What follows belongs to an exercise in optimizing a design on an open flow for small area and a short achievable clock period; a production flow would make more cautious choices.
No functional check of the RTL was part of this run.

===== flow/knobs.sh =====
PORT_BUF=sky130_fd_sc_hd__buf_4
MARGIN=0

===== flow/run.sh =====
#!/bin/bash
# Standard ORFS layout (the standard.sh, standard synthesis unchanged) with two layout
# choices: port buffers of a given strength, and repair_timing aiming for extra setup slack
# so that the layout is optimised beyond the 18 ns constraint (the SDC is not changed).
set -euo pipefail
HERE=$(cd "$(dirname "$0")" && pwd)
source "$HERE/knobs.sh"
bash standard.sh BUFFER_PORTS_ARGS="-buffer_cell $PORT_BUF" SETUP_SLACK_MARGIN=$MARGIN finish > make_flow.log 2>&1

===== design.v =====
module MAC(A,B,out,clk,reset);
  input [15:0] A,B;
  input clk,reset;
  output [35:0] out;
  reg [35:0] x;
  reg [35:0] y;
  wire [35:0] acc = out;
  wire [35:0] nx, ny;
  wire na0, nb0;
  INV uia0 (A[0], na0);
  INV uib0 (B[0], nb0);
  wire na1, nb1;
  INV uia1 (A[1], na1);
  INV uib1 (B[1], nb1);
  wire na2, nb2;
  INV uia2 (A[2], na2);
  INV uib2 (B[2], nb2);
  wire na3, nb3;
  INV uia3 (A[3], na3);
  INV uib3 (B[3], nb3);
  wire na4, nb4;
  INV uia4 (A[4], na4);
  INV uib4 (B[4], nb4);
  wire na5, nb5;
  INV uia5 (A[5], na5);
  INV uib5 (B[5], nb5);
  wire na6, nb6;
  INV uia6 (A[6], na6);
  INV uib6 (B[6], nb6);
  wire na7, nb7;
  INV uia7 (A[7], na7);
  INV uib7 (B[7], nb7);
  wire na8, nb8;
  INV uia8 (A[8], na8);
  INV uib8 (B[8], nb8);
  wire na9, nb9;
  INV uia9 (A[9], na9);
  INV uib9 (B[9], nb9);
  wire na10, nb10;
  INV uia10 (A[10], na10);
  INV uib10 (B[10], nb10);
  wire na11, nb11;
  INV uia11 (A[11], na11);
  INV uib11 (B[11], nb11);
  wire na12, nb12;
  INV uia12 (A[12], na12);
  INV uib12 (B[12], nb12);
  wire na13, nb13;
  INV uia13 (A[13], na13);
  INV uib13 (B[13], nb13);
  wire na14, nb14;
  INV uia14 (A[14], na14);
  INV uib14 (B[14], nb14);
  wire na15, nb15;
  INV uia15 (A[15], na15);
  INV uib15 (B[15], nb15);
  wire pp_0_0 = ~(na0 | nb0);
  wire pp_0_1 = ~(na0 | nb1);
  wire pp_0_2 = ~(na0 | nb2);
  wire pp_0_3 = ~(na0 | nb3);
  wire pp_0_4 = ~(na0 | nb4);
  wire pp_0_5 = ~(na0 | nb5);
  wire pp_0_6 = ~(na0 | nb6);
  wire pp_0_7 = ~(na0 | nb7);
  wire pp_0_8 = ~(na0 | nb8);
  wire pp_0_9 = ~(na0 | nb9);
  wire pp_0_10 = ~(na0 | nb10);
  wire pp_0_11 = ~(na0 | nb11);
  wire pp_0_12 = ~(na0 | nb12);
  wire pp_0_13 = ~(na0 | nb13);
  wire pp_0_14 = ~(na0 | nb14);
  wire pp_0_15 = ~(na0 | nb15);
  wire pp_1_0 = ~(na1 | nb0);
  wire pp_1_1 = ~(na1 | nb1);
  wire pp_1_2 = ~(na1 | nb2);
  wire pp_1_3 = ~(na1 | nb3);
  wire pp_1_4 = ~(na1 | nb4);
  wire pp_1_5 = ~(na1 | nb5);
  wire pp_1_6 = ~(na1 | nb6);
  wire pp_1_7 = ~(na1 | nb7);
  wire pp_1_8 = ~(na1 | nb8);
  wire pp_1_9 = ~(na1 | nb9);
  wire pp_1_10 = ~(na1 | nb10);
  wire pp_1_11 = ~(na1 | nb11);
  wire pp_1_12 = ~(na1 | nb12);
  wire pp_1_13 = ~(na1 | nb13);
  wire pp_1_14 = ~(na1 | nb14);
  wire pp_1_15 = ~(na1 | nb15);
  wire pp_2_0 = ~(na2 | nb0);
  wire pp_2_1 = ~(na2 | nb1);
  wire pp_2_2 = ~(na2 | nb2);
  wire pp_2_3 = ~(na2 | nb3);
  wire pp_2_4 = ~(na2 | nb4);
  wire pp_2_5 = ~(na2 | nb5);
  wire pp_2_6 = ~(na2 | nb6);
  wire pp_2_7 = ~(na2 | nb7);
  wire pp_2_8 = ~(na2 | nb8);
  wire pp_2_9 = ~(na2 | nb9);
  wire pp_2_10 = ~(na2 | nb10);
  wire pp_2_11 = ~(na2 | nb11);
  wire pp_2_12 = ~(na2 | nb12);
  wire pp_2_13 = ~(na2 | nb13);
  wire pp_2_14 = ~(na2 | nb14);
  wire pp_2_15 = ~(na2 | nb15);
  wire pp_3_0 = ~(na3 | nb0);
  wire pp_3_1 = ~(na3 | nb1);
  wire pp_3_2 = ~(na3 | nb2);
  wire pp_3_3 = ~(na3 | nb3);
  wire pp_3_4 = ~(na3 | nb4);
  wire pp_3_5 = ~(na3 | nb5);
  wire pp_3_6 = ~(na3 | nb6);
  wire pp_3_7 = ~(na3 | nb7);
  wire pp_3_8 = ~(na3 | nb8);
  wire pp_3_9 = ~(na3 | nb9);
  wire pp_3_10 = ~(na3 | nb10);
  wire pp_3_11 = ~(na3 | nb11);
  wire pp_3_12 = ~(na3 | nb12);
  wire pp_3_13 = ~(na3 | nb13);
  wire pp_3_14 = ~(na3 | nb14);
  wire pp_3_15 = ~(na3 | nb15);
  wire pp_4_0 = ~(na4 | nb0);
  wire pp_4_1 = ~(na4 | nb1);
  wire pp_4_2 = ~(na4 | nb2);
  wire pp_4_3 = ~(na4 | nb3);
  wire pp_4_4 = ~(na4 | nb4);
  wire pp_4_5 = ~(na4 | nb5);
  wire pp_4_6 = ~(na4 | nb6);
  wire pp_4_7 = ~(na4 | nb7);
  wire pp_4_8 = ~(na4 | nb8);
  wire pp_4_9 = ~(na4 | nb9);
  wire pp_4_10 = ~(na4 | nb10);
  wire pp_4_11 = ~(na4 | nb11);
  wire pp_4_12 = ~(na4 | nb12);
  wire pp_4_13 = ~(na4 | nb13);
  wire pp_4_14 = ~(na4 | nb14);
  wire pp_4_15 = ~(na4 | nb15);
  wire pp_5_0 = ~(na5 | nb0);
  wire pp_5_1 = ~(na5 | nb1);
  wire pp_5_2 = ~(na5 | nb2);
  wire pp_5_3 = ~(na5 | nb3);
  wire pp_5_4 = ~(na5 | nb4);
  wire pp_5_5 = ~(na5 | nb5);
  wire pp_5_6 = ~(na5 | nb6);
  wire pp_5_7 = ~(na5 | nb7);
  wire pp_5_8 = ~(na5 | nb8);
  wire pp_5_9 = ~(na5 | nb9);
  wire pp_5_10 = ~(na5 | nb10);
  wire pp_5_11 = ~(na5 | nb11);
  wire pp_5_12 = ~(na5 | nb12);
  wire pp_5_13 = ~(na5 | nb13);
  wire pp_5_14 = ~(na5 | nb14);
  wire pp_5_15 = ~(na5 | nb15);
  wire pp_6_0 = ~(na6 | nb0);
  wire pp_6_1 = ~(na6 | nb1);
  wire pp_6_2 = ~(na6 | nb2);
  wire pp_6_3 = ~(na6 | nb3);
  wire pp_6_4 = ~(na6 | nb4);
  wire pp_6_5 = ~(na6 | nb5);
  wire pp_6_6 = ~(na6 | nb6);
  wire pp_6_7 = ~(na6 | nb7);
  wire pp_6_8 = ~(na6 | nb8);
  wire pp_6_9 = ~(na6 | nb9);
  wire pp_6_10 = ~(na6 | nb10);
  wire pp_6_11 = ~(na6 | nb11);
  wire pp_6_12 = ~(na6 | nb12);
  wire pp_6_13 = ~(na6 | nb13);
  wire pp_6_14 = ~(na6 | nb14);
  wire pp_6_15 = ~(na6 | nb15);
  wire pp_7_0 = ~(na7 | nb0);
  wire pp_7_1 = ~(na7 | nb1);
  wire pp_7_2 = ~(na7 | nb2);
  wire pp_7_3 = ~(na7 | nb3);
  wire pp_7_4 = ~(na7 | nb4);
  wire pp_7_5 = ~(na7 | nb5);
  wire pp_7_6 = ~(na7 | nb6);
  wire pp_7_7 = ~(na7 | nb7);
  wire pp_7_8 = ~(na7 | nb8);
  wire pp_7_9 = ~(na7 | nb9);
  wire pp_7_10 = ~(na7 | nb10);
  wire pp_7_11 = ~(na7 | nb11);
  wire pp_7_12 = ~(na7 | nb12);
  wire pp_7_13 = ~(na7 | nb13);
  wire pp_7_14 = ~(na7 | nb14);
  wire pp_7_15 = ~(na7 | nb15);
  wire pp_8_0 = ~(na8 | nb0);
  wire pp_8_1 = ~(na8 | nb1);
  wire pp_8_2 = ~(na8 | nb2);
  wire pp_8_3 = ~(na8 | nb3);
  wire pp_8_4 = ~(na8 | nb4);
  wire pp_8_5 = ~(na8 | nb5);
  wire pp_8_6 = ~(na8 | nb6);
  wire pp_8_7 = ~(na8 | nb7);
  wire pp_8_8 = ~(na8 | nb8);
  wire pp_8_9 = ~(na8 | nb9);
  wire pp_8_10 = ~(na8 | nb10);
  wire pp_8_11 = ~(na8 | nb11);
  wire pp_8_12 = ~(na8 | nb12);
  wire pp_8_13 = ~(na8 | nb13);
  wire pp_8_14 = ~(na8 | nb14);
  wire pp_8_15 = ~(na8 | nb15);
  wire pp_9_0 = ~(na9 | nb0);
  wire pp_9_1 = ~(na9 | nb1);
  wire pp_9_2 = ~(na9 | nb2);
  wire pp_9_3 = ~(na9 | nb3);
  wire pp_9_4 = ~(na9 | nb4);
  wire pp_9_5 = ~(na9 | nb5);
  wire pp_9_6 = ~(na9 | nb6);
  wire pp_9_7 = ~(na9 | nb7);
  wire pp_9_8 = ~(na9 | nb8);
  wire pp_9_9 = ~(na9 | nb9);
  wire pp_9_10 = ~(na9 | nb10);
  wire pp_9_11 = ~(na9 | nb11);
  wire pp_9_12 = ~(na9 | nb12);
  wire pp_9_13 = ~(na9 | nb13);
  wire pp_9_14 = ~(na9 | nb14);
  wire pp_9_15 = ~(na9 | nb15);
  wire pp_10_0 = ~(na10 | nb0);
  wire pp_10_1 = ~(na10 | nb1);
  wire pp_10_2 = ~(na10 | nb2);
  wire pp_10_3 = ~(na10 | nb3);
  wire pp_10_4 = ~(na10 | nb4);
  wire pp_10_5 = ~(na10 | nb5);
  wire pp_10_6 = ~(na10 | nb6);
  wire pp_10_7 = ~(na10 | nb7);
  wire pp_10_8 = ~(na10 | nb8);
  wire pp_10_9 = ~(na10 | nb9);
  wire pp_10_10 = ~(na10 | nb10);
  wire pp_10_11 = ~(na10 | nb11);
  wire pp_10_12 = ~(na10 | nb12);
  wire pp_10_13 = ~(na10 | nb13);
  wire pp_10_14 = ~(na10 | nb14);
  wire pp_10_15 = ~(na10 | nb15);
  wire pp_11_0 = ~(na11 | nb0);
  wire pp_11_1 = ~(na11 | nb1);
  wire pp_11_2 = ~(na11 | nb2);
  wire pp_11_3 = ~(na11 | nb3);
  wire pp_11_4 = ~(na11 | nb4);
  wire pp_11_5 = ~(na11 | nb5);
  wire pp_11_6 = ~(na11 | nb6);
  wire pp_11_7 = ~(na11 | nb7);
  wire pp_11_8 = ~(na11 | nb8);
  wire pp_11_9 = ~(na11 | nb9);
  wire pp_11_10 = ~(na11 | nb10);
  wire pp_11_11 = ~(na11 | nb11);
  wire pp_11_12 = ~(na11 | nb12);
  wire pp_11_13 = ~(na11 | nb13);
  wire pp_11_14 = ~(na11 | nb14);
  wire pp_11_15 = ~(na11 | nb15);
  wire pp_12_0 = ~(na12 | nb0);
  wire pp_12_1 = ~(na12 | nb1);
  wire pp_12_2 = ~(na12 | nb2);
  wire pp_12_3 = ~(na12 | nb3);
  wire pp_12_4 = ~(na12 | nb4);
  wire pp_12_5 = ~(na12 | nb5);
  wire pp_12_6 = ~(na12 | nb6);
  wire pp_12_7 = ~(na12 | nb7);
  wire pp_12_8 = ~(na12 | nb8);
  wire pp_12_9 = ~(na12 | nb9);
  wire pp_12_10 = ~(na12 | nb10);
  wire pp_12_11 = ~(na12 | nb11);
  wire pp_12_12 = ~(na12 | nb12);
  wire pp_12_13 = ~(na12 | nb13);
  wire pp_12_14 = ~(na12 | nb14);
  wire pp_12_15 = ~(na12 | nb15);
  wire pp_13_0 = ~(na13 | nb0);
  wire pp_13_1 = ~(na13 | nb1);
  wire pp_13_2 = ~(na13 | nb2);
  wire pp_13_3 = ~(na13 | nb3);
  wire pp_13_4 = ~(na13 | nb4);
  wire pp_13_5 = ~(na13 | nb5);
  wire pp_13_6 = ~(na13 | nb6);
  wire pp_13_7 = ~(na13 | nb7);
  wire pp_13_8 = ~(na13 | nb8);
  wire pp_13_9 = ~(na13 | nb9);
  wire pp_13_10 = ~(na13 | nb10);
  wire pp_13_11 = ~(na13 | nb11);
  wire pp_13_12 = ~(na13 | nb12);
  wire pp_13_13 = ~(na13 | nb13);
  wire pp_13_14 = ~(na13 | nb14);
  wire pp_13_15 = ~(na13 | nb15);
  wire pp_14_0 = ~(na14 | nb0);
  wire pp_14_1 = ~(na14 | nb1);
  wire pp_14_2 = ~(na14 | nb2);
  wire pp_14_3 = ~(na14 | nb3);
  wire pp_14_4 = ~(na14 | nb4);
  wire pp_14_5 = ~(na14 | nb5);
  wire pp_14_6 = ~(na14 | nb6);
  wire pp_14_7 = ~(na14 | nb7);
  wire pp_14_8 = ~(na14 | nb8);
  wire pp_14_9 = ~(na14 | nb9);
  wire pp_14_10 = ~(na14 | nb10);
  wire pp_14_11 = ~(na14 | nb11);
  wire pp_14_12 = ~(na14 | nb12);
  wire pp_14_13 = ~(na14 | nb13);
  wire pp_14_14 = ~(na14 | nb14);
  wire pp_14_15 = ~(na14 | nb15);
  wire pp_15_0 = ~(na15 | nb0);
  wire pp_15_1 = ~(na15 | nb1);
  wire pp_15_2 = ~(na15 | nb2);
  wire pp_15_3 = ~(na15 | nb3);
  wire pp_15_4 = ~(na15 | nb4);
  wire pp_15_5 = ~(na15 | nb5);
  wire pp_15_6 = ~(na15 | nb6);
  wire pp_15_7 = ~(na15 | nb7);
  wire pp_15_8 = ~(na15 | nb8);
  wire pp_15_9 = ~(na15 | nb9);
  wire pp_15_10 = ~(na15 | nb10);
  wire pp_15_11 = ~(na15 | nb11);
  wire pp_15_12 = ~(na15 | nb12);
  wire pp_15_13 = ~(na15 | nb13);
  wire pp_15_14 = ~(na15 | nb14);
  wire pp_15_15 = ~(na15 | nb15);
  wire s1, c2;
  HA us1 (acc[12], pp_0_12, s1, c2);
  wire s3, c4;
  FA us3 (acc[13], pp_0_13, pp_10_3, s3, c4);
  wire s5, c6;
  HA us5 (pp_11_2, pp_12_1, s5, c6);
  wire s7, c8;
  FA us7 (acc[14], pp_0_14, pp_10_4, s7, c8);
  wire s9, c10;
  FA us9 (pp_11_3, pp_12_2, pp_13_1, s9, c10);
  wire s11, c12;
  HA us11 (pp_14_0, pp_1_13, s11, c12);
  wire s13, c14;
  FA us13 (acc[15], pp_0_15, pp_10_5, s13, c14);
  wire s15, c16;
  FA us15 (pp_11_4, pp_12_3, pp_13_2, s15, c16);
  wire s17, c18;
  FA us17 (pp_14_1, pp_15_0, pp_1_14, s17, c18);
  wire s19, c20;
  HA us19 (pp_2_13, pp_3_12, s19, c20);
  wire s21, c22;
  FA us21 (acc[16], pp_10_6, pp_11_5, s21, c22);
  wire s23, c24;
  FA us23 (pp_12_4, pp_13_3, pp_14_2, s23, c24);
  wire s25, c26;
  FA us25 (pp_15_1, pp_1_15, pp_2_14, s25, c26);
  wire s27, c28;
  HA us27 (pp_3_13, pp_4_12, s27, c28);
  wire s29, c30;
  FA us29 (acc[17], pp_10_7, pp_11_6, s29, c30);
  wire s31, c32;
  FA us31 (pp_12_5, pp_13_4, pp_14_3, s31, c32);
  wire s33, c34;
  FA us33 (pp_15_2, pp_2_15, pp_3_14, s33, c34);
  wire s35, c36;
  FA us35 (acc[18], pp_10_8, pp_11_7, s35, c36);
  wire s37, c38;
  FA us37 (pp_12_6, pp_13_5, pp_14_4, s37, c38);
  wire s39, c40;
  FA us39 (acc[19], pp_10_9, pp_11_8, s39, c40);
  wire s41, c42;
  HA us41 (acc[8], pp_0_8, s41, c42);
  wire s43, c44;
  FA us43 (acc[9], pp_0_9, pp_1_8, s43, c44);
  wire s45, c46;
  HA us45 (pp_2_7, pp_3_6, s45, c46);
  wire s47, c48;
  FA us47 (acc[10], pp_0_10, pp_10_0, s47, c48);
  wire s49, c50;
  FA us49 (pp_1_9, pp_2_8, pp_3_7, s49, c50);
  wire s51, c52;
  HA us51 (pp_4_6, pp_5_5, s51, c52);
  wire s53, c54;
  FA us53 (acc[11], pp_0_11, pp_10_1, s53, c54);
  wire s55, c56;
  FA us55 (pp_11_0, pp_1_10, pp_2_9, s55, c56);
  wire s57, c58;
  FA us57 (pp_3_8, pp_4_7, pp_5_6, s57, c58);
  wire s59, c60;
  HA us59 (pp_6_5, pp_7_4, s59, c60);
  wire s61, c62;
  FA us61 (pp_10_2, pp_11_1, pp_12_0, s61, c62);
  wire s63, c64;
  FA us63 (pp_1_11, pp_2_10, pp_3_9, s63, c64);
  wire s65, c66;
  FA us65 (pp_4_8, pp_5_7, pp_6_6, s65, c66);
  wire s67, c68;
  FA us67 (pp_7_5, pp_8_4, pp_9_3, s67, c68);
  wire s69, c70;
  FA us69 (pp_13_0, pp_1_12, pp_2_11, s69, c70);
  wire s71, c72;
  FA us71 (pp_3_10, pp_4_9, pp_5_8, s71, c72);
  wire s73, c74;
  FA us73 (pp_6_7, pp_7_6, pp_8_5, s73, c74);
  wire s75, c76;
  FA us75 (pp_9_4, c2, s5, s75, c76);
  wire s77, c78;
  FA us77 (pp_2_12, pp_3_11, pp_4_10, s77, c78);
  wire s79, c80;
  FA us79 (pp_5_9, pp_6_8, pp_7_7, s79, c80);
  wire s81, c82;
  FA us81 (pp_8_6, pp_9_5, c6, s81, c82);
  wire s83, c84;
  FA us83 (s11, c4, s7, s83, c84);
  wire s85, c86;
  FA us85 (pp_4_11, pp_5_10, pp_6_9, s85, c86);
  wire s87, c88;
  FA us87 (pp_7_8, pp_8_7, pp_9_6, s87, c88);
  wire s89, c90;
  FA us89 (c12, s19, c10, s89, c90);
  wire s91, c92;
  FA us91 (c8, s13, s15, s91, c92);
  wire s93, c94;
  FA us93 (pp_5_11, pp_6_10, pp_7_9, s93, c94);
  wire s95, c96;
  FA us95 (pp_8_8, pp_9_7, c20, s95, c96);
  wire s97, c98;
  FA us97 (s27, c14, c16, s97, c98);
  wire s99, c100;
  FA us99 (c18, s21, s23, s99, c100);
  wire s101, c102;
  FA us101 (pp_4_13, pp_5_12, pp_6_11, s101, c102);
  wire s103, c104;
  FA us103 (pp_7_10, pp_8_9, pp_9_8, s103, c104);
  wire s105, c106;
  FA us105 (c28, c22, c24, s105, c106);
  wire s107, c108;
  FA us107 (c26, s29, s31, s107, c108);
  wire s109, c110;
  FA us109 (pp_15_3, pp_3_15, pp_4_14, s109, c110);
  wire s111, c112;
  FA us111 (pp_5_13, pp_6_12, pp_7_11, s111, c112);
  wire s113, c114;
  FA us113 (pp_8_10, pp_9_9, c30, s113, c114);
  wire s115, c116;
  FA us115 (c32, c34, s35, s115, c116);
  wire s117, c118;
  FA us117 (pp_12_7, pp_13_6, pp_14_5, s117, c118);
  wire s119, c120;
  FA us119 (pp_15_4, pp_4_15, pp_5_14, s119, c120);
  wire s121, c122;
  FA us121 (pp_6_13, pp_7_12, pp_8_11, s121, c122);
  wire s123, c124;
  FA us123 (pp_9_10, c36, c38, s123, c124);
  wire s125, c126;
  FA us125 (acc[20], pp_10_10, pp_11_9, s125, c126);
  wire s127, c128;
  FA us127 (pp_12_8, pp_13_7, pp_14_6, s127, c128);
  wire s129, c130;
  FA us129 (pp_15_5, pp_5_15, pp_6_14, s129, c130);
  wire s131, c132;
  FA us131 (pp_7_13, pp_8_12, pp_9_11, s131, c132);
  wire s133, c134;
  FA us133 (acc[21], pp_10_11, pp_11_10, s133, c134);
  wire s135, c136;
  FA us135 (pp_12_9, pp_13_8, pp_14_7, s135, c136);
  wire s137, c138;
  FA us137 (pp_15_6, pp_6_15, pp_7_14, s137, c138);
  wire s139, c140;
  FA us139 (acc[22], pp_10_12, pp_11_11, s139, c140);
  wire s141, c142;
  FA us141 (pp_12_10, pp_13_9, pp_14_8, s141, c142);
  wire s143, c144;
  FA us143 (acc[23], pp_10_13, pp_11_12, s143, c144);
  wire s145, c146;
  HA us145 (acc[5], pp_0_5, s145, c146);
  wire s147, c148;
  FA us147 (acc[6], pp_0_6, pp_1_5, s147, c148);
  wire s149, c150;
  HA us149 (pp_2_4, pp_3_3, s149, c150);
  wire s151, c152;
  FA us151 (acc[7], pp_0_7, pp_1_6, s151, c152);
  wire s153, c154;
  FA us153 (pp_2_5, pp_3_4, pp_4_3, s153, c154);
  wire s155, c156;
  HA us155 (pp_5_2, pp_6_1, s155, c156);
  wire s157, c158;
  FA us157 (pp_1_7, pp_2_6, pp_3_5, s157, c158);
  wire s159, c160;
  FA us159 (pp_4_4, pp_5_3, pp_6_2, s159, c160);
  wire s161, c162;
  FA us161 (pp_7_1, pp_8_0, s41, s161, c162);
  wire s163, c164;
  FA us163 (pp_4_5, pp_5_4, pp_6_3, s163, c164);
  wire s165, c166;
  FA us165 (pp_7_2, pp_8_1, pp_9_0, s165, c166);
  wire s167, c168;
  FA us167 (c42, s45, s43, s167, c168);
  wire s169, c170;
  FA us169 (pp_6_4, pp_7_3, pp_8_2, s169, c170);
  wire s171, c172;
  FA us171 (pp_9_1, c46, s51, s171, c172);
  wire s173, c174;
  FA us173 (c44, s47, s49, s173, c174);
  wire s175, c176;
  FA us175 (pp_8_3, pp_9_2, c52, s175, c176);
  wire s177, c178;
  FA us177 (s59, c48, c50, s177, c178);
  wire s179, c180;
  FA us179 (s53, s55, s57, s179, c180);
  wire s181, c182;
  FA us181 (c60, s1, c54, s181, c182);
  wire s183, c184;
  FA us183 (c56, c58, s61, s183, c184);
  wire s185, c186;
  FA us185 (s63, s65, s67, s185, c186);
  wire s187, c188;
  FA us187 (c62, c64, c66, s187, c188);
  wire s189, c190;
  FA us189 (c68, s3, s69, s189, c190);
  wire s191, c192;
  FA us191 (s71, s73, s75, s191, c192);
  wire s193, c194;
  FA us193 (c70, c72, c74, s193, c194);
  wire s195, c196;
  FA us195 (s77, s79, s9, s195, c196);
  wire s197, c198;
  FA us197 (s81, c76, s83, s197, c198);
  wire s199, c200;
  FA us199 (c78, c80, s17, s199, c200);
  wire s201, c202;
  FA us201 (s85, s87, c82, s201, c202);
  wire s203, c204;
  FA us203 (c84, s89, s91, s203, c204);
  wire s205, c206;
  FA us205 (c86, c88, s25, s205, c206);
  wire s207, c208;
  FA us207 (s93, s95, c90, s207, c208);
  wire s209, c210;
  FA us209 (c92, s97, s99, s209, c210);
  wire s211, c212;
  FA us211 (c94, s101, s103, s211, c212);
  wire s213, c214;
  FA us213 (s33, c96, c98, s213, c214);
  wire s215, c216;
  FA us215 (c100, s105, s107, s215, c216);
  wire s217, c218;
  FA us217 (c102, c104, s109, s217, c218);
  wire s219, c220;
  FA us219 (s111, s37, c106, s219, c220);
  wire s221, c222;
  FA us221 (c108, s113, s115, s221, c222);
  wire s223, c224;
  FA us223 (c110, c112, s117, s223, c224);
  wire s225, c226;
  FA us225 (s119, s121, s39, s225, c226);
  wire s227, c228;
  FA us227 (c114, c116, s123, s227, c228);
  wire s229, c230;
  FA us229 (c118, c120, c122, s229, c230);
  wire s231, c232;
  FA us231 (c40, s125, s127, s231, c232);
  wire s233, c234;
  FA us233 (s129, s131, c124, s233, c234);
  wire s235, c236;
  FA us235 (pp_8_13, pp_9_12, c126, s235, c236);
  wire s237, c238;
  FA us237 (c128, c130, c132, s237, c238);
  wire s239, c240;
  FA us239 (s133, s135, s137, s239, c240);
  wire s241, c242;
  FA us241 (pp_15_7, pp_7_15, pp_8_14, s241, c242);
  wire s243, c244;
  FA us243 (pp_9_13, c134, c136, s243, c244);
  wire s245, c246;
  FA us245 (c138, s139, s141, s245, c246);
  wire s247, c248;
  FA us247 (pp_12_11, pp_13_10, pp_14_9, s247, c248);
  wire s249, c250;
  FA us249 (pp_15_8, pp_8_15, pp_9_14, s249, c250);
  wire s251, c252;
  FA us251 (c140, c142, s143, s251, c252);
  wire s253, c254;
  FA us253 (acc[24], pp_10_14, pp_11_13, s253, c254);
  wire s255, c256;
  FA us255 (pp_12_12, pp_13_11, pp_14_10, s255, c256);
  wire s257, c258;
  FA us257 (pp_15_9, pp_9_15, c144, s257, c258);
  wire s259, c260;
  FA us259 (acc[25], pp_10_15, pp_11_14, s259, c260);
  wire s261, c262;
  FA us261 (pp_12_13, pp_13_12, pp_14_11, s261, c262);
  wire s263, c264;
  FA us263 (acc[26], pp_11_15, pp_12_14, s263, c264);
  wire s265, c266;
  HA us265 (acc[3], pp_0_3, s265, c266);
  wire s267, c268;
  FA us267 (acc[4], pp_0_4, pp_1_3, s267, c268);
  wire s269, c270;
  HA us269 (pp_2_2, pp_3_1, s269, c270);
  wire s271, c272;
  FA us271 (pp_1_4, pp_2_3, pp_3_2, s271, c272);
  wire s273, c274;
  FA us273 (pp_4_1, pp_5_0, s145, s273, c274);
  wire s275, c276;
  FA us275 (pp_4_2, pp_5_1, pp_6_0, s275, c276);
  wire s277, c278;
  FA us277 (c146, s149, s147, s277, c278);
  wire s279, c280;
  FA us279 (pp_7_0, c150, s155, s279, c280);
  wire s281, c282;
  FA us281 (c148, s151, s153, s281, c282);
  wire s283, c284;
  FA us283 (c156, c152, c154, s283, c284);
  wire s285, c286;
  FA us285 (s157, s159, s161, s285, c286);
  wire s287, c288;
  FA us287 (c158, c160, s163, s287, c288);
  wire s289, c290;
  FA us289 (s165, c162, s167, s289, c290);
  wire s291, c292;
  FA us291 (c164, c166, s169, s291, c292);
  wire s293, c294;
  FA us293 (s171, c168, s173, s293, c294);
  wire s295, c296;
  FA us295 (c170, s175, c172, s295, c296);
  wire s297, c298;
  FA us297 (c174, s177, s179, s297, c298);
  wire s299, c300;
  FA us299 (c176, c178, c180, s299, c300);
  wire s301, c302;
  FA us301 (s181, s183, s185, s301, c302);
  wire s303, c304;
  FA us303 (c182, c184, c186, s303, c304);
  wire s305, c306;
  FA us305 (s187, s189, s191, s305, c306);
  wire s307, c308;
  FA us307 (c188, c190, s193, s307, c308);
  wire s309, c310;
  FA us309 (s195, c192, s197, s309, c310);
  wire s311, c312;
  FA us311 (c194, c196, s199, s311, c312);
  wire s313, c314;
  FA us313 (s201, c198, s203, s313, c314);
  wire s315, c316;
  FA us315 (c200, s205, c202, s315, c316);
  wire s317, c318;
  FA us317 (s207, c204, s209, s317, c318);
  wire s319, c320;
  FA us319 (c206, s211, c208, s319, c320);
  wire s321, c322;
  FA us321 (s213, c210, s215, s321, c322);
  wire s323, c324;
  FA us323 (c212, s217, c214, s323, c324);
  wire s325, c326;
  FA us325 (s219, c216, s221, s325, c326);
  wire s327, c328;
  FA us327 (c218, s223, s225, s327, c328);
  wire s329, c330;
  FA us329 (c220, c222, s227, s329, c330);
  wire s331, c332;
  FA us331 (c224, c226, s229, s331, c332);
  wire s333, c334;
  FA us333 (s231, c228, s233, s333, c334);
  wire s335, c336;
  FA us335 (c230, c232, s235, s335, c336);
  wire s337, c338;
  FA us337 (s237, s239, c234, s337, c338);
  wire s339, c340;
  FA us339 (s241, c236, c238, s339, c340);
  wire s341, c342;
  FA us341 (c240, s243, s245, s341, c342);
  wire s343, c344;
  FA us343 (c242, s247, s249, s343, c344);
  wire s345, c346;
  FA us345 (c244, c246, s251, s345, c346);
  wire s347, c348;
  FA us347 (c248, c250, s253, s347, c348);
  wire s349, c350;
  FA us349 (s255, c252, s257, s349, c350);
  wire s351, c352;
  FA us351 (pp_15_10, c254, c256, s351, c352);
  wire s353, c354;
  FA us353 (s259, s261, c258, s353, c354);
  wire s355, c356;
  FA us355 (pp_13_13, pp_14_12, pp_15_11, s355, c356);
  wire s357, c358;
  FA us357 (c260, c262, s263, s357, c358);
  wire s359, c360;
  FA us359 (acc[27], pp_12_15, pp_13_14, s359, c360);
  wire s361, c362;
  FA us361 (pp_14_13, pp_15_12, c264, s361, c362);
  wire s363, c364;
  FA us363 (acc[28], pp_13_15, pp_14_14, s363, c364);
  wire s365, c366;
  HA us365 (acc[2], pp_0_2, s365, c366);
  wire s367, c368;
  FA us367 (pp_1_2, pp_2_1, pp_3_0, s367, c368);
  wire s369, c370;
  FA us369 (pp_4_0, c266, s269, s369, c370);
  wire s371, c372;
  FA us371 (c270, c268, s271, s371, c372);
  wire s373, c374;
  FA us373 (c272, s275, c274, s373, c374);
  wire s375, c376;
  FA us375 (c276, s279, c278, s375, c376);
  wire s377, c378;
  FA us377 (c280, c282, s283, s377, c378);
  wire s379, c380;
  FA us379 (c284, s287, c286, s379, c380);
  wire s381, c382;
  FA us381 (c288, s291, c290, s381, c382);
  wire s383, c384;
  FA us383 (c292, s295, c294, s383, c384);
  wire s385, c386;
  FA us385 (c296, c298, s299, s385, c386);
  wire s387, c388;
  FA us387 (c300, c302, s303, s387, c388);
  wire s389, c390;
  FA us389 (c304, s307, c306, s389, c390);
  wire s391, c392;
  FA us391 (c308, s311, c310, s391, c392);
  wire s393, c394;
  FA us393 (c312, s315, c314, s393, c394);
  wire s395, c396;
  FA us395 (c316, s319, c318, s395, c396);
  wire s397, c398;
  FA us397 (c320, s323, c322, s397, c398);
  wire s399, c400;
  FA us399 (s327, c324, c326, s399, c400);
  wire s401, c402;
  FA us401 (c328, s331, c330, s401, c402);
  wire s403, c404;
  FA us403 (c332, s335, c334, s403, c404);
  wire s405, c406;
  FA us405 (c336, s339, s341, s405, c406);
  wire s407, c408;
  FA us407 (s343, c340, c342, s407, c408);
  wire s409, c410;
  FA us409 (c344, s347, c346, s409, c410);
  wire s411, c412;
  FA us411 (c348, s351, c350, s411, c412);
  wire s413, c414;
  FA us413 (s355, c352, s357, s413, c414);
  wire s415, c416;
  FA us415 (c356, s359, c358, s415, c416);
  wire s417, c418;
  FA us417 (pp_15_13, c360, s363, s417, c418);
  wire s419, c420;
  FA us419 (acc[29], pp_14_15, pp_15_14, s419, c420);
  wire s421, c422;
  HA us421 (acc[1], pp_0_1, s421, c422);
  wire s423, c424;
  FA us423 (pp_1_1, pp_2_0, s365, s423, c424);
  wire s425, c426;
  FA us425 (c366, s265, s367, s425, c426);
  wire s427, c428;
  FA us427 (c368, s267, s369, s427, c428);
  wire s429, c430;
  FA us429 (c370, s273, s371, s429, c430);
  wire s431, c432;
  FA us431 (c372, s277, s373, s431, c432);
  wire s433, c434;
  FA us433 (s281, c374, s375, s433, c434);
  wire s435, c436;
  FA us435 (s285, c376, s377, s435, c436);
  wire s437, c438;
  FA us437 (c378, s289, s379, s437, c438);
  wire s439, c440;
  FA us439 (s293, c380, s381, s439, c440);
  wire s441, c442;
  FA us441 (s297, c382, s383, s441, c442);
  wire s443, c444;
  FA us443 (s301, c384, s385, s443, c444);
  wire s445, c446;
  FA us445 (s305, c386, s387, s445, c446);
  wire s447, c448;
  FA us447 (c388, s309, s389, s447, c448);
  wire s449, c450;
  FA us449 (s313, c390, s391, s449, c450);
  wire s451, c452;
  FA us451 (s317, c392, s393, s451, c452);
  wire s453, c454;
  FA us453 (s321, c394, s395, s453, c454);
  wire s455, c456;
  FA us455 (s325, c396, s397, s455, c456);
  wire s457, c458;
  FA us457 (s329, c398, s399, s457, c458);
  wire s459, c460;
  FA us459 (s333, c400, s401, s459, c460);
  wire s461, c462;
  FA us461 (s337, c402, s403, s461, c462);
  wire s463, c464;
  FA us463 (c338, s405, c404, s463, c464);
  wire s465, c466;
  FA us465 (s345, c406, s407, s465, c466);
  wire s467, c468;
  FA us467 (s349, c408, s409, s467, c468);
  wire s469, c470;
  FA us469 (s353, c410, s411, s469, c470);
  wire s471, c472;
  FA us471 (c354, s413, c412, s471, c472);
  wire s473, c474;
  FA us473 (s361, c414, s415, s473, c474);
  wire s475, c476;
  FA us475 (c362, s417, c416, s475, c476);
  wire s477, c478;
  FA us477 (c364, s419, c418, s477, c478);
  wire s479, c480;
  FA us479 (acc[30], pp_15_15, c420, s479, c480);
  wire s481, c482;
  HA us481 (acc[0], pp_0_0, s481, c482);
  wire s483, c484;
  FA us483 (pp_1_0, c482, s421, s483, c484);
  wire s485, c486;
  FA us485 (c422, c484, s423, s485, c486);
  wire s487, c488;
  FA us487 (c424, s425, c486, s487, c488);
  wire s489, c490;
  FA us489 (c426, s427, c488, s489, c490);
  wire s491, c492;
  FA us491 (c428, s429, c490, s491, c492);
  wire s493, c494;
  HA us493 (c430, s431, s493, c494);
  wire s495, c496;
  FA us495 (c432, s433, c494, s495, c496);
  wire s497, c498;
  HA us497 (c434, s435, s497, c498);
  wire s499, c500;
  HA us499 (s497, c496, s499, c500);
  wire s501, c502;
  FA us501 (c436, c498, s437, s501, c502);
  wire s503, c504;
  HA us503 (c438, s439, s503, c504);
  wire s505, c506;
  HA us505 (c440, s441, s505, c506);
  wire s507, c508;
  HA us507 (c442, s443, s507, c508);
  wire s509, c510;
  HA us509 (c444, s445, s509, c510);
  wire s511, c512;
  HA us511 (c446, c510, s511, c512);
  wire s513, c514;
  HA us513 (c448, s449, s513, c514);
  wire s515, c516;
  HA us515 (c450, s451, s515, c516);
  wire s517, c518;
  HA us517 (c452, s453, s517, c518);
  wire s519, c520;
  HA us519 (c454, s455, s519, c520);
  wire s521, c522;
  HA us521 (c456, s457, s521, c522);
  wire s523, c524;
  HA us523 (c458, s459, s523, c524);
  wire s525, c526;
  HA us525 (c460, s461, s525, c526);
  wire s527, c528;
  HA us527 (c462, s463, s527, c528);
  wire s529, c530;
  HA us529 (s465, c464, s529, c530);
  wire s531, c532;
  HA us531 (c466, s467, s531, c532);
  wire s533, c534;
  HA us533 (c468, s469, s533, c534);
  wire s535, c536;
  HA us535 (c470, s471, s535, c536);
  wire s537, c538;
  HA us537 (s473, c472, s537, c538);
  wire s539, c540;
  HA us539 (c474, s475, s539, c540);
  wire s541, c542;
  HA us541 (s477, c476, s541, c542);
  wire s543, c544;
  HA us543 (s479, c478, s543, c544);
  wire s545, c546;
  HA us545 (acc[31], c480, s545, c546);
  assign nx[0] = s481;
  assign ny[0] = 1'b0;
  assign nx[1] = s483;
  assign ny[1] = 1'b0;
  assign nx[2] = s485;
  assign ny[2] = 1'b0;
  assign nx[3] = s487;
  assign ny[3] = 1'b0;
  assign nx[4] = s489;
  assign ny[4] = 1'b0;
  assign nx[5] = s491;
  assign ny[5] = 1'b0;
  assign nx[6] = s493;
  assign ny[6] = c492;
  assign nx[7] = s495;
  assign ny[7] = 1'b0;
  assign nx[8] = s499;
  assign ny[8] = 1'b0;
  assign nx[9] = s501;
  assign ny[9] = c500;
  assign nx[10] = c502;
  assign ny[10] = s503;
  assign nx[11] = c504;
  assign ny[11] = s505;
  assign nx[12] = c506;
  assign ny[12] = s507;
  assign nx[13] = c508;
  assign ny[13] = s509;
  assign nx[14] = s447;
  assign ny[14] = s511;
  assign nx[15] = c512;
  assign ny[15] = s513;
  assign nx[16] = c514;
  assign ny[16] = s515;
  assign nx[17] = c516;
  assign ny[17] = s517;
  assign nx[18] = c518;
  assign ny[18] = s519;
  assign nx[19] = c520;
  assign ny[19] = s521;
  assign nx[20] = c522;
  assign ny[20] = s523;
  assign nx[21] = c524;
  assign ny[21] = s525;
  assign nx[22] = c526;
  assign ny[22] = s527;
  assign nx[23] = c528;
  assign ny[23] = s529;
  assign nx[24] = s531;
  assign ny[24] = c530;
  assign nx[25] = c532;
  assign ny[25] = s533;
  assign nx[26] = c534;
  assign ny[26] = s535;
  assign nx[27] = c536;
  assign ny[27] = s537;
  assign nx[28] = s539;
  assign ny[28] = c538;
  assign nx[29] = c540;
  assign ny[29] = s541;
  assign nx[30] = s543;
  assign ny[30] = c542;
  assign nx[31] = s545;
  assign ny[31] = c544;
  assign nx[32] = acc[32];
  assign ny[32] = c546;
  assign nx[33] = acc[33];
  assign ny[33] = 1'b0;
  assign nx[34] = acc[34];
  assign ny[34] = 1'b0;
  assign nx[35] = acc[35];
  assign ny[35] = 1'b0;
  always @(posedge clk or posedge reset)
    if (reset) begin
      x <= 36'd0;
      y <= 36'd0;
    end else begin
      x <= nx;
      y <= ny;
    end
  wire [35:0] g = x & y;
  wire [35:0] p = x ^ y;
  wire G0_7 = g[7] | (p[7] & g[6]);
  wire P0_7 = p[7] & p[6];
  wire G0_9 = g[9] | (p[9] & g[8]);
  wire P0_9 = p[9] & p[8];
  wire G0_11 = g[11] | (p[11] & g[10]);
  wire P0_11 = p[11] & p[10];
  wire G0_13 = g[13] | (p[13] & g[12]);
  wire P0_13 = p[13] & p[12];
  wire G0_15 = g[15] | (p[15] & g[14]);
  wire P0_15 = p[15] & p[14];
  wire G0_17 = g[17] | (p[17] & g[16]);
  wire P0_17 = p[17] & p[16];
  wire G0_19 = g[19] | (p[19] & g[18]);
  wire P0_19 = p[19] & p[18];
  wire G0_21 = g[21] | (p[21] & g[20]);
  wire P0_21 = p[21] & p[20];
  wire G0_23 = g[23] | (p[23] & g[22]);
  wire P0_23 = p[23] & p[22];
  wire G0_25 = g[25] | (p[25] & g[24]);
  wire P0_25 = p[25] & p[24];
  wire G0_27 = g[27] | (p[27] & g[26]);
  wire P0_27 = p[27] & p[26];
  wire G0_29 = g[29] | (p[29] & g[28]);
  wire P0_29 = p[29] & p[28];
  wire G0_31 = g[31] | (p[31] & g[30]);
  wire P0_31 = p[31] & p[30];
  wire G0_33 = g[33] | (p[33] & g[32]);
  wire P0_33 = p[33] & p[32];
  wire G1_8 = g[8] | (p[8] & G0_7);
  wire P1_8 = p[8] & P0_7;
  wire G1_9 = G0_9 | (P0_9 & G0_7);
  wire P1_9 = P0_9 & P0_7;
  wire G1_12 = g[12] | (p[12] & G0_11);
  wire P1_12 = p[12] & P0_11;
  wire G1_13 = G0_13 | (P0_13 & G0_11);
  wire P1_13 = P0_13 & P0_11;
  wire G1_16 = g[16] | (p[16] & G0_15);
  wire P1_16 = p[16] & P0_15;
  wire G1_17 = G0_17 | (P0_17 & G0_15);
  wire P1_17 = P0_17 & P0_15;
  wire G1_20 = g[20] | (p[20] & G0_19);
  wire P1_20 = p[20] & P0_19;
  wire G1_21 = G0_21 | (P0_21 & G0_19);
  wire P1_21 = P0_21 & P0_19;
  wire G1_24 = g[24] | (p[24] & G0_23);
  wire P1_24 = p[24] & P0_23;
  wire G1_25 = G0_25 | (P0_25 & G0_23);
  wire P1_25 = P0_25 & P0_23;
  wire G1_28 = g[28] | (p[28] & G0_27);
  wire P1_28 = p[28] & P0_27;
  wire G1_29 = G0_29 | (P0_29 & G0_27);
  wire P1_29 = P0_29 & P0_27;
  wire G1_32 = g[32] | (p[32] & G0_31);
  wire P1_32 = p[32] & P0_31;
  wire G1_33 = G0_33 | (P0_33 & G0_31);
  wire P1_33 = P0_33 & P0_31;
  wire G2_10 = g[10] | (p[10] & G1_9);
  wire P2_10 = p[10] & P1_9;
  wire G2_11 = G0_11 | (P0_11 & G1_9);
  wire P2_11 = P0_11 & P1_9;
  wire G2_12 = G1_12 | (P1_12 & G1_9);
  wire P2_12 = P1_12 & P1_9;
  wire G2_13 = G1_13 | (P1_13 & G1_9);
  wire P2_13 = P1_13 & P1_9;
  wire G2_18 = g[18] | (p[18] & G1_17);
  wire P2_18 = p[18] & P1_17;
  wire G2_19 = G0_19 | (P0_19 & G1_17);
  wire P2_19 = P0_19 & P1_17;
  wire G2_20 = G1_20 | (P1_20 & G1_17);
  wire P2_20 = P1_20 & P1_17;
  wire G2_21 = G1_21 | (P1_21 & G1_17);
  wire P2_21 = P1_21 & P1_17;
  wire G2_26 = g[26] | (p[26] & G1_25);
  wire P2_26 = p[26] & P1_25;
  wire G2_27 = G0_27 | (P0_27 & G1_25);
  wire P2_27 = P0_27 & P1_25;
  wire G2_28 = G1_28 | (P1_28 & G1_25);
  wire P2_28 = P1_28 & P1_25;
  wire G2_29 = G1_29 | (P1_29 & G1_25);
  wire P2_29 = P1_29 & P1_25;
  wire G2_34 = g[34] | (p[34] & G1_33);
  wire P2_34 = p[34] & P1_33;
  wire G3_14 = g[14] | (p[14] & G2_13);
  wire P3_14 = p[14] & P2_13;
  wire G3_15 = G0_15 | (P0_15 & G2_13);
  wire P3_15 = P0_15 & P2_13;
  wire G3_16 = G1_16 | (P1_16 & G2_13);
  wire P3_16 = P1_16 & P2_13;
  wire G3_17 = G1_17 | (P1_17 & G2_13);
  wire P3_17 = P1_17 & P2_13;
  wire G3_18 = G2_18 | (P2_18 & G2_13);
  wire P3_18 = P2_18 & P2_13;
  wire G3_19 = G2_19 | (P2_19 & G2_13);
  wire P3_19 = P2_19 & P2_13;
  wire G3_20 = G2_20 | (P2_20 & G2_13);
  wire P3_20 = P2_20 & P2_13;
  wire G3_21 = G2_21 | (P2_21 & G2_13);
  wire P3_21 = P2_21 & P2_13;
  wire G3_30 = g[30] | (p[30] & G2_29);
  wire P3_30 = p[30] & P2_29;
  wire G3_31 = G0_31 | (P0_31 & G2_29);
  wire P3_31 = P0_31 & P2_29;
  wire G3_32 = G1_32 | (P1_32 & G2_29);
  wire P3_32 = P1_32 & P2_29;
  wire G3_33 = G1_33 | (P1_33 & G2_29);
  wire P3_33 = P1_33 & P2_29;
  wire G3_34 = G2_34 | (P2_34 & G2_29);
  wire P3_34 = P2_34 & P2_29;
  wire G4_22 = g[22] | (p[22] & G3_21);
  wire P4_22 = p[22] & P3_21;
  wire G4_23 = G0_23 | (P0_23 & G3_21);
  wire P4_23 = P0_23 & P3_21;
  wire G4_24 = G1_24 | (P1_24 & G3_21);
  wire P4_24 = P1_24 & P3_21;
  wire G4_25 = G1_25 | (P1_25 & G3_21);
  wire P4_25 = P1_25 & P3_21;
  wire G4_26 = G2_26 | (P2_26 & G3_21);
  wire P4_26 = P2_26 & P3_21;
  wire G4_27 = G2_27 | (P2_27 & G3_21);
  wire P4_27 = P2_27 & P3_21;
  wire G4_28 = G2_28 | (P2_28 & G3_21);
  wire P4_28 = P2_28 & P3_21;
  wire G4_29 = G2_29 | (P2_29 & G3_21);
  wire P4_29 = P2_29 & P3_21;
  wire G4_30 = G3_30 | (P3_30 & G3_21);
  wire P4_30 = P3_30 & P3_21;
  wire G4_31 = G3_31 | (P3_31 & G3_21);
  wire P4_31 = P3_31 & P3_21;
  wire G4_32 = G3_32 | (P3_32 & G3_21);
  wire P4_32 = P3_32 & P3_21;
  wire G4_33 = G3_33 | (P3_33 & G3_21);
  wire P4_33 = P3_33 & P3_21;
  wire G4_34 = G3_34 | (P3_34 & G3_21);
  wire P4_34 = P3_34 & P3_21;
  assign out[0] = p[0];
  assign out[1] = p[1];
  assign out[2] = p[2];
  assign out[3] = p[3];
  assign out[4] = p[4];
  assign out[5] = p[5];
  assign out[6] = p[6];
  assign out[7] = p[7] ^ g[6];
  assign out[8] = p[8] ^ G0_7;
  assign out[9] = p[9] ^ G1_8;
  assign out[10] = p[10] ^ G1_9;
  assign out[11] = p[11] ^ G2_10;
  assign out[12] = p[12] ^ G2_11;
  assign out[13] = p[13] ^ G2_12;
  assign out[14] = p[14] ^ G2_13;
  assign out[15] = p[15] ^ G3_14;
  assign out[16] = p[16] ^ G3_15;
  assign out[17] = p[17] ^ G3_16;
  assign out[18] = p[18] ^ G3_17;
  assign out[19] = p[19] ^ G3_18;
  assign out[20] = p[20] ^ G3_19;
  assign out[21] = p[21] ^ G3_20;
  assign out[22] = p[22] ^ G3_21;
  assign out[23] = p[23] ^ G4_22;
  assign out[24] = p[24] ^ G4_23;
  assign out[25] = p[25] ^ G4_24;
  assign out[26] = p[26] ^ G4_25;
  assign out[27] = p[27] ^ G4_26;
  assign out[28] = p[28] ^ G4_27;
  assign out[29] = p[29] ^ G4_28;
  assign out[30] = p[30] ^ G4_29;
  assign out[31] = p[31] ^ G4_30;
  assign out[32] = p[32] ^ G4_31;
  assign out[33] = p[33] ^ G4_32;
  assign out[34] = p[34] ^ G4_33;
  assign out[35] = p[35] ^ G4_34;
endmodule
module FA(a, b, c, s, co);
  input a, b, c;
  output s, co;
  assign s = a ^ b ^ c;
  assign co = (a & b) | (a & c) | (b & c);
endmodule
module INV(a, y);
  input a;
  output y;
  assign y = ~a;
endmodule
module HA(a, b, s, co);
  input a, b;
  output s, co;
  assign s = a ^ b;
  assign co = a & b;
endmodule

===== standard.sh =====
#!/bin/bash
# synth_recipe.tcl (not shown) runs the flow's synth.tcl, then flattens the netlist and writes it again
# the make line also repeats each setting of config.mk as NAME=value (left out here)
make -C /OpenROAD-flow-scripts/flow DESIGN_CONFIG=/design/flow/config.mk WORK_HOME=/design/flow/orfs CLKGATE_MAP_FILE= SYNTH_SCRIPT=/design/flow/synth_recipe.tcl "${@:-finish}"

===== config.mk =====
export PLATFORM = sky130hd
export DESIGN_NAME = MAC
export DESIGN_NICKNAME = MAC
export VERILOG_FILES = /design/flow/design.v
export SDC_FILE = /design/flow/constraint.sdc
export NUM_CORES = 4
export LEC_CHECK = 0
export CAP_MARGIN = 20
export CORE_MARGIN = 2
export CORE_UTILIZATION = 40
export SLEW_MARGIN = 20
export SYNTH_HIERARCHICAL = 1

===== constraint.sdc =====
create_clock -name core_clock -period 18.0 [get_ports {clk}]
set_input_delay 3.6000 -clock core_clock [delete_from_list [all_inputs] [get_ports {clk}]]
set_output_delay 3.6000 -clock core_clock [all_outputs]
set_load 0.01 [all_outputs]

==> key figures <==
Outcome
  • Status: complete, no violations

Logic synthesis
  • Synthesis-stage register bit count: 61
  • Synth Area in Compound Gates: 0.0303
  • Sequential area share after synthesis: 0.166
  • Yosys warns: 7
  • Post-Synth XOR/XNOR Area: 0.0210
  • Synth Area in Adders: 0.605
  • Simple-Gate Fraction of Synth Area: 0.125
  • Mean post-synth cell area: 10.9 sq um
  • Multiplexer share of the synthesized area: 0
  • Synth cell types: 32
  • Mapped cell area: 9170 sq um
  • Post-Syn Instances: 843
  • Largest family of logic cells by synthesized area: adder cells
  • Syn_nets: 1180

Critical path
  • Critical Path End Type: flop
  • WS Path Type: in2reg
  • Most frequent CP cell: fa_1
  • Crit path required time: 18.22 ns
  • Cells along the critical path: buf_4 -> inv_1 -> nor2_1 -> fa_1 -> fa_1 -> fa_1 -> fa_1 -> fa_1 -> fa_1 -> ha_1
  • Crit-path max FO: 16
  • Worst setup SP type: input port
  • Worst path slowest cell: fa_1
  • Worst path arrival time: 7.51 ns
  • Max incr delay on CP: 0.55 ns

Hold path
  • HP Class: reg2reg

Routing
  • Routed wire length per instance: 20.2 um
  • Antenna viol nets, final: 0
  • # DRC: 0
  • TritonRoute pass-1 iters: 5
  • Final wirelength: 23100 um
  • Via density per instance: 5.30
  • Initial DRC count: 363
  • Via count: 6056

STA
  • Fin crit share: 0.405
  • Slew HR: 0.433
  • Skew final: 0.0113 ns
  • RSZ-0062 raised after global routing: false
  • Endpoints failing setup: 0
  • Worst-margin pin slew: 0.850 ns
  • Max Fclk: 137 MHz
  • Final slew viol count: 0
  • Final hold slack: 0.470 ns
  • Setup TNS: 0 ns
  • Crit path time final: 7.29 ns
  • Count of final hold-check violations: 0

Global routing
  • First-pass GRT wire length: 37800 um
  • Vias in the first global route: 6960
  • Tot GR Track Use: 0.209
  • Largest net degree at the start of global routing: 62
  • Initial antenna violation count: 0
  • GRT overflow: 0

Clock network
  • Clk slew on worst S/H paths: 0.06 ns
  • CTS sink cnt: 61
  • Clk buf depth: 2
  • Total CTS buffers: 9
  • Post_cts resized: 0
  • Root Driver: clkbuf_16
  • Post CTS Setup Buffer Count: 0
  • Clock latency on the worst-skew pair: 0.35 ns
  • H-tree levels: 3
  • Hold Buf Count CTS: 0
  • CTS tree: built

Floorplan
  • Die area: 24200 sq um
  • Initial core utilization: 0.406
  • DIE HEIGHT: 155 um
  • Row count: 55
  • Core Area: 22600 sq um
  • Die span in x: 155 um
  • Ports: 70

Cells and area
  • Area delta synth->final: 9.63%
  • Share of layout cells above drive strength 1: 0.105
  • Post-layout net count: 1190
  • Diodes inserted: 0
  • Final core occ: 0.446

Placed design
  • HPWL after DPL: 17700 um
  • GPL Wtd Cong: 0.894
  • Port bufs: 69

Job
  • Max Cap Violations: 0
[flip-flops by register name, indices dropped and copies added, names as in the netlist]
register	flops
y	25
x	36
[metal layers]
metal  share of wire  GRT usage
met5               0          0
met4           0.046      0.102
met2            0.48      0.336
met1            0.41      0.274
met3           0.058     0.0376
[worst max-delay path, delay by kind of cell]
family        cells  cell delay, ns
simple gates      1            0.15
buf+inv           2            0.63
fa+ha+maj         7            3.12
[path summary, 6_finish.rpt]
path / from / to / slack (ns) / cells past startpoint
hold reg to reg: x[35]$_DFF_PP0_ / x[35]$_DFF_PP0_ / 0.47 / 1
hold / removal: x[35]$_DFF_PP0_ / x[35]$_DFF_PP0_ / 0.47 / 1
min in group asynchronous: reset / x[13]$_DFF_PP0_ / 3.52 / 3
setup reg to reg: y[9]$_DFF_PP0_ / y[18]$_DFF_PP0_ / 12.28 / 15
setup / recovery: B[15] / y[16]$_DFF_PP0_ / 10.71 / 10
max in group asynchronous: reset / x[24]$_DFF_PP0_ / 13.94 / 3
[Yosys stat by module (local to each module, per instance)]
module  cell area, sq um  times used  flip-flops and latches  cells inside
FA                  20.0         231                       0             1
HA                  12.5          42                       0             1
INV                 3.75          32                       0             1
MAC                 3900           1                      61           538
[cells in the final DEF, fill, tap and decap left out, drive strengths merged]
cell type,instances
a31oi,2
nand3b,1
xor2,5
clkinv,2
ha,69
a221oi,2
and3,2
nor2b,2
clkbuf,12
inv,50
a21o,1
bufinv,1
nor2,268
dfrtp,61
a2bb2oi,1
clkinvlp,1
a22oi,1
buf,70
a21oi,14
a311oi,1
or4b,1
nor3,6
o31ai,2
o21bai,2
o21ai,8
xnor2,17
o211ai,3
nand3,6
fa,234
nand2,9
o21a,4
[through the flow]
step	setup slack (ns)	cell area [sq um]	instances
finish	10.71	10100	1143
global route	10.59	10100	1143
CTS	10.74	10100	1143
detailed placement	10.37	9760	1127
global placement	10.38	9760	1127
floorplan	10.68	9170	843
[layout make-up]
class	instances	area, sq um
timing repair buffer	70	526
clock inverter	4	47.5
tap	285	357
fill	2132	12500
sequential	61	1530
multi-input combinational	661	7170
clock buffer	12	246
inverter	50	188
[kinds of logic after synthesis]
kind of cell / Yosys count
buffers and inverters: 121
adder cells (fa/ha/maj): 303
AO/OA/AOI/OAI: 41
flip-flops: 61
XOR/XNOR: 22
AND/OR/NAND/NOR: 295
[cell usage after synthesis]
| cell type | number | area [sq um] |
|---|---|---|
| xnor2_1 | 17 | 149 |
| a311oi_1 | 1 | 8.76 |
| a21oi_1 | 13 | 65.1 |
| a2bb2oi_2 | 1 | 15.0 |
| nor2_1 | 268 | 1010 |
| a221oi_2 | 2 | 30.0 |
| o31ai_1 | 2 | 15.0 |
| nand2_1 | 9 | 33.8 |
| a21oi_2 | 1 | 8.76 |
| nand3_1 | 6 | 30.0 |
| xor2_1 | 5 | 43.8 |
| ha_1 | 69 | 863 |
| buf_4 | 7 | 52.6 |
| a22oi_1 | 1 | 7.51 |
| inv_1 | 50 | 188 |
| nand3b_1 | 1 | 7.51 |
| nor2b_1 | 2 | 12.5 |
| o21bai_1 | 2 | 15.0 |
| o211ai_1 | 3 | 22.5 |
| fa_1 | 234 | 4680 |
| a31oi_1 | 2 | 12.5 |
| o21ai_0 | 7 | 35.0 |
| a21o_1 | 1 | 7.51 |
| or4b_1 | 1 | 10.0 |
| clkbuf_1 | 56 | 210 |
| nor3_1 | 5 | 25.0 |
| and3_1 | 2 | 12.5 |
| o21ai_1 | 1 | 5.00 |
| nor3_2 | 1 | 10.0 |
| buf_1 | 8 | 30.0 |
| o21a_1 | 4 | 30.0 |
| dfrtp_1 | 61 | 1530 |

[afterwards: timing with drivers on the ports]
The flow's constraints put no driver on any port. The routed layout listed below was extracted and timed again, unchanged, in two steps. Step 1 sets driving cells, clkbuf_16 on the clock port and buf_2 on the other inputs (assumed; they add their load-dependent delay and slew). Step 2 adds t to the input delays and takes it off the output delays; t is the mean of the earliest and latest rising clock arrival at the registers after step 1. Input paths then give back, and output paths get back, about the clock's delay inside the block. a / b / c = no drivers / after step 1 / after step 2; a / b = the first two.
t, ns: 0.392
slack for setup (ns): 10.713 / 10.738 / 10.346
slew at the worst register clock pin (ns): 0.06 / 0.06
worst data-port slew with drivers (ns): 0.04
After both steps setup and hold are still met in this run. For this run, drivers alone change the setup slack by +0.025 ns; drivers and shift together by -0.367 ns.
